From an optimization exercise on the open Yosys and OpenROAD flow, aimed at small area and a short achievable clock period; shortcuts taken in it are not production practice.
Where RTL was checked, it was by simulation tests only, not by an equivalence proof against the original.

03-06:
==> flow/design.v (excerpt) <==
module ConvEngine (
    input         clk,
    input         rst,
    input  [31:0] DMAport,
    input         acc_enable,
    input         acc_clear,
    output [31:0] result
);
Size in the first run: ~68 I/O pins, roughly 0.019 mm² of cells after synthesis.
==> flow/config.mk <==
export PLATFORM = sky130hd
export DESIGN_NAME = ConvEngine
export DESIGN_NICKNAME = ConvEngine
export VERILOG_FILES = /design/flow/design.v
export SDC_FILE = /design/flow/constraint.sdc
export NUM_CORES = 4
export LEC_CHECK = 0
export ABC_CLOCK_PERIOD_IN_PS = 2500
export CAP_MARGIN = 20
export CORE_MARGIN = 2
export CORE_UTILIZATION = 40
export CTS_BUF_LIST = sky130_fd_sc_hd__clkbuf_8
export SETUP_SLACK_MARGIN = 4.5
export SLEW_MARGIN = 20
==> flow/constraint.sdc <==
create_clock -name core_clock -period 10.0 [get_ports {clk}]
set_input_delay 2.0000 -clock core_clock [delete_from_list [all_inputs] [get_ports {clk}]]
set_output_delay 2.0000 -clock core_clock [all_outputs]
set_load 0.01 [all_outputs]
run.sh (not shown) runs the stock make flow with config.mk's settings and CLKGATE_MAP_FILE= SYNTH_SCRIPT=/design/flow/synth_recipe.tcl, a recipe that flattens the netlist after the stock synthesis.
03-06 closes out successfully: all stages finished, all timing, DRC and antenna checks passed.
Relative to 03-06, the following input files were edited for 07-28:
--- a/flow/design.v
+++ b/flow/design.v
@@ -934,36 +934,26 @@
   wire n848 = n816 & n804;
   wire n849 = n817 | (n818 & n803);
   wire n850 = n818 & n804;
   wire n851 = n819 | (n820 & n803);
   wire n852 = n820 & n804;
   wire [31:0] result_sum = {(acc_p[31] ^ n849), (acc_p[30] ^ n847), (acc_p[29] ^ n845), (acc_p[28] ^ n843), (acc_p[27] ^ n841), (acc_p[26] ^ n839), (acc_p[25] ^ n837), (acc_p[24] ^ n835), (acc_p[23] ^ n833), (acc_p[22] ^ n831), (acc_p[21] ^ n829), (acc_p[20] ^ n827), (acc_p[19] ^ n825), (acc_p[18] ^ n823), (acc_p[17] ^ n821), (acc_p[16] ^ n803), (acc_p[15] ^ n801), (acc_p[14] ^ n799), (acc_p[13] ^ n797), (acc_p[12] ^ n795), (acc_p[11] ^ n793), (acc_p[10] ^ n791), (acc_p[9] ^ n789), (acc_p[8] ^ n763), (acc_p[7] ^ n761), (acc_p[6] ^ n759), (acc_p[5] ^ n757), (acc_p[4] ^ n727), (acc_p[3] ^ n725), (acc_p[2] ^ n693), (acc_p[1] ^ acc_g[0]), acc_p[0]};
-  reg  [17:0] W, V;
-  reg  [2:0]  wrow;
-  reg         wv, vv;
-  wire        lchg = (lrn != lr);
-  wire        v_from_w = ~|(wrow & lrn);           
-  always @(posedge clk) begin
-    if (lchg) begin
-      W <= dres;
-      V <= v_from_w ? W : V;
-    end
-  end
+  reg  [17:0] X, Y;
+  wire [2:0] lc = ~(lr | lrn);                      
+  wire       c_in_x = (lc[0] | (lc[1] & lrn[2]));   
+  wire [17:0] pc = c_in_x ? X : Y;
+  wire       a_low = (lr[0] | (lr[1] & lc[2]));     
   always @(posedge clk or posedge rst) begin
     if (rst) begin
-      wrow <= 3'b010;
-      wv <= 1'b0;
-      vv <= 1'b0;
-    end else if (lchg) begin
-      wrow <= lr;
-      wv <= 1'b1;
-      vv <= v_from_w ? wv : vv;
+      X <= 18'h20000;
+      Y <= 18'h20000;
+    end else if (lrn != lr) begin
+      X <= a_low ? dres : pc;
+      Y <= a_low ? pc : dres;
     end
   end
-  wire [17:0] X = {W[17] | ~wv, W[16:0] & {17{wv}}};
-  wire [17:0] Y = {V[17] | ~vv, V[16:0] & {17{vv}}};
   always @(posedge clk or posedge rst) begin
     if (rst) begin
       acc_p <= 32'd0;
       acc_g <= 32'd0;
     end else if (acc_clear) begin
       acc_p <= 32'd0;
Notes after the runs:
- 03-06 → 07-28: count of flip-flops with a built-in enable after synthesis now sits lower; utilization now sits lower; via count of the first global-routing pass now sits higher.
- Via count is lower on 03-06
- The run showing the smaller final net count is 03-06.
- As far as detailed route wirelength on metal3 is concerned, 07-28 and 03-06 perform about the same.
- 07-28 vs 03-06: mean post-synth cell area down in 07-28
- Post-layout minimum cycle time in 07-28 vs 03-06: down 0.021 ns
For 03-06, only the layout was checked, not whether the RTL still works.

---

ConvEngine, a different RTL version from the one above (not shown whole).
Size: roughly 1800 cells after synthesis, about 320 flip-flops, roughly 0.021 sq mm of cells after synthesis.
## ConvEngine
module ConvEngine (
    input         clk,
    input         rst,
    input  [31:0] DMAport,
    input         acc_enable,
    input         acc_clear,
    output [31:0] result
);
  reg  [23:0] R0, R1, R2, R3, R4, R5;
  reg  [5:0]  z;               
  reg  [2:0]  lr;              
  reg  [17:0] P0, P1, P2;      
  reg  [31:0] acc_s, acc_c;    
  wire       wr  = DMAport[7];
  wire [2:0] sel = DMAport[2:0];
  wire [23:0] data = DMAport[31:8];
  wire       valid = wr & (sel < 3'd6);
  always @(posedge clk) begin
    if (wr) begin
      case (sel)
        3'd0: R0 <= data;
        3'd1: R1 <= data;
        3'd2: R2 <= data;
        3'd3: R3 <= data;
        3'd4: R4 <= data;
        3'd5: R5 <= data;
        default: ;
      endcase
    end
  end
  wire [2:0] lrn = valid ? ((sel == 3'd0 || sel == 3'd3) ? 3'b001 :
                            (sel == 3'd1 || sel == 3'd4) ? 3'b010 : 3'b100) : lr;
  wire [5:0] zn = z & ~({5'd0, valid} << sel);
  always @(posedge clk or posedge rst) begin
    if (rst) begin
      z <= 6'b111111;
      lr <= 3'b001;
    end else begin
      z <= zn;
      lr <= lrn;
    end
  end
  wire       wp = valid & (sel < 3'd3);      
  wire       wk = valid & (sel >= 3'd3);     
  wire [2:0] qp = {3{~wp}} & lrn & ~z[2:0];
  wire [2:0] qk = {3{~wk}} & lrn & ~z[5:3];
  wire [23:0] xp_n = ({24{wp}} & data) | ({24{qp[0]}} & R0) | ({24{qp[1]}} & R1) | ({24{qp[2]}} & R2);
  wire [23:0] xk_n = ({24{wk}} & data) | ({24{qk[0]}} & R3) | ({24{qk[1]}} & R4) | ({24{qk[2]}} & R5);
  wire [11:0] bo_n, bt_n, bn_n;
  genvar gm, gi;
  generate
  ...
export LEC_CHECK = 0
export ABC_CLOCK_PERIOD_IN_PS = 2500
export CAP_MARGIN = 20
export CORE_MARGIN = 2
export CORE_UTILIZATION = 40
export SETUP_SLACK_MARGIN = 4.5
export SLEW_MARGIN = 20
create_clock -name core_clock -period 10.0 [get_ports {clk}]
The starting point went through all stages and came out clean.
==> next run, changes <==
--- a/flow/design.v
+++ b/flow/design.v
@@ -6,13 +6,12 @@
     input         acc_clear,
     output [31:0] result
 );
   reg  [23:0] R0, R1, R2, R3, R4, R5;
   reg  [5:0]  z;               
   reg  [2:0]  lr;              
-  reg  [17:0] P0, P1, P2;      
   reg  [31:0] acc_s, acc_c;    
   wire       wr  = DMAport[7];
   wire [2:0] sel = DMAport[2:0];
   wire [23:0] data = DMAport[31:8];
   wire       valid = wr & (sel < 3'd6);
   always @(posedge clk) begin
@@ -57,46 +56,31 @@
         assign bt_n[4 * gm + gi] = (kx[2 * gi + 2] ^ kx[2 * gi + 1]) & ~(kx[2 * gi + 1] ^ kx[2 * gi]);
         assign bn_n[4 * gm + gi] = kx[2 * gi + 2];
       end
     end
   endgenerate
   wire [1:0] bc_n = xk_n[23] + xk_n[15] + xk_n[7];
-  wire [2:0] zzn = zn[2:0] & zn[5:3];
-  wire [2:0] xsn = {1'b0, lrn[0], ~lrn[0]};
-  wire [2:0] ysn = {~lrn[2], lrn[2], 1'b0};
   reg  [23:0] XP;
   reg  [11:0] bo, bt, bn;
   reg  [1:0]  bc;
-  reg  [2:0]  sx, sy;
-  reg         sxc, syc;
   always @(posedge clk or posedge rst) begin
     if (rst) begin
       XP <= 24'd0;
       bo <= 12'd0;
       bt <= 12'd0;
       bn <= 12'd0;
       bc <= 2'd0;
-      sx <= 3'd0;
-      sy <= 3'd0;
-      sxc <= 1'b1;
-      syc <= 1'b1;
     end else begin
       XP <= xp_n;
       bo <= bo_n;
       bt <= bt_n;
       bn <= bn_n;
       bc <= bc_n;
-      sx <= xsn & ~zzn;
-      sy <= ysn & ~zzn;
-      sxc <= |(xsn & zzn);
-      syc <= |(ysn & zzn);
     end
   end
   wire [23:0] pix = XP;
-  wire [17:0] X = ({18{sx[0]}} & P0) | ({18{sx[1]}} & P1) | ({18{sx[2]}} & P2) | {sxc, 17'd0};
-  wire [17:0] Y = ({18{sy[1]}} & P1) | ({18{sy[2]}} & P2) | {syc, 17'd0};
   wire [31:0] early;
   wire n1 = (((bo[0] & pix[16])) ^ bn[0]);
   wire n2 = (((bo[0] & pix[17]) | (bt[0] & pix[16])) ^ bn[0]);
   wire n3 = (((bo[0] & pix[18]) | (bt[0] & pix[17])) ^ bn[0]);
   wire n4 = (((bo[0] & pix[19]) | (bt[0] & pix[18])) ^ bn[0]);
   wire n5 = (((bo[0] & pix[20]) | (bt[0] & pix[19])) ^ bn[0]);
@@ -564,16 +548,25 @@
   wire n463 = 1'b1 ^ early[16];
   wire n464 = 1'b1 & early[16];
   wire [31:0] t2a = {early[31], early[30], early[29], early[28], early[27], early[26], early[25], early[24], early[23], early[22], early[21], early[20], early[19], early[18], n464, n462, n460, n458, n456, n454, n452, n450, n448, n446, n444, n442, n440, n438, n436, n434, n432, n431};
   wire [31:0] t2b = {1'b0, 1'b0, 1'b0, 1'b0, 1'b0, 1'b0, 1'b0, 1'b0, 1'b0, 1'b0, 1'b0, 1'b0, 1'b0, 1'b0, early[17], n463, n461, n459, n457, n455, n453, n451, n449, n447, n445, n443, n441, n439, n437, n435, n433, 1'b0};
   assign early = e_a + e_b;
   wire [17:0] dres = t1a[17:0] + t1b[17:0];
-  always @(posedge clk) begin
-    if (lr[0]) P0 <= dres;
-    if (lr[1]) P1 <= dres;
-    if (lr[2]) P2 <= dres;
+  reg  [17:0] X, Y;
+  wire [2:0] lc = ~(lr | lrn);                      
+  wire       c_in_x = (lc[0] | (lc[1] & lrn[2]));   
+  wire [17:0] pc = c_in_x ? X : Y;
+  wire       a_low = (lr[0] | (lr[1] & lc[2]));     
+  always @(posedge clk or posedge rst) begin
+    if (rst) begin
+      X <= 18'h20000;
+      Y <= 18'h20000;
+    end else if (lrn != lr) begin
+      X <= a_low ? dres : pc;
+      Y <= a_low ? pc : dres;
+    end
   end
   always @(posedge clk or posedge rst) begin
     if (rst) begin
       acc_s <= 32'd0;
       acc_c <= 32'd0;
     end else if (acc_clear) begin
Result: Synthesized area is lower by 3.4%. Synthesized cell count fell by 0.99%. Design area decreases by 4.7%. Register-to-register slack is about the same. Worst hold slack loses 0.020 ns. First-iteration DRC count went up by 32%. Worst setup slack is better by 0.060 ns. Count of clock-buffer cells in the layout is unchanged. Global-route usage goes up by 1.1 points. Non-clock buffer count is lower by 3. Wire length rises by 2.8%. Utilization drops by 0.80 points.
No run of this note included a check of the RTL's function; only the layout flow was run.

port drivers added, routing unchanged:
The results above use ideal ports. As a check the final layouts listed here were re-extracted and re-timed, cells and wires unchanged.
Step 1 (the two cells are an assumption about what drives the block):
set clk [get_ports {clk}]
set_driving_cell -lib_cell sky130_fd_sc_hd__clkbuf_16 $clk
set_driving_cell -lib_cell sky130_fd_sc_hd__buf_2 [delete_from_list [all_inputs] $clk]
Step 2, shift: input delay + t, output delay - t, t = (earliest + latest rising clock arrival at the registers) / 2. This alone moves slack from input paths to output paths.
Slacks: ideal / step 1 / step 2; pairs: ideal / step 1.
run | t (ns) | setup WS [ns] | pins driven straight from the clock port
03-06 | 0.678 | 4.607 / 4.555 / 4.558 | 1
07-28 | 0.697 | 4.628 / 4.574 / 4.467 | 1
the first run of note 2 | 0.595 | 4.602 / 4.552 / 4.589 | 1
the second run of note 2 | 0.611 | 4.662 / 4.602 / 4.643 | 1
After both steps setup and hold are still met in every run listed. The setup slack of 07-28, which loses most, moves by -0.054 ns with the drivers and by -0.161 ns with both steps.
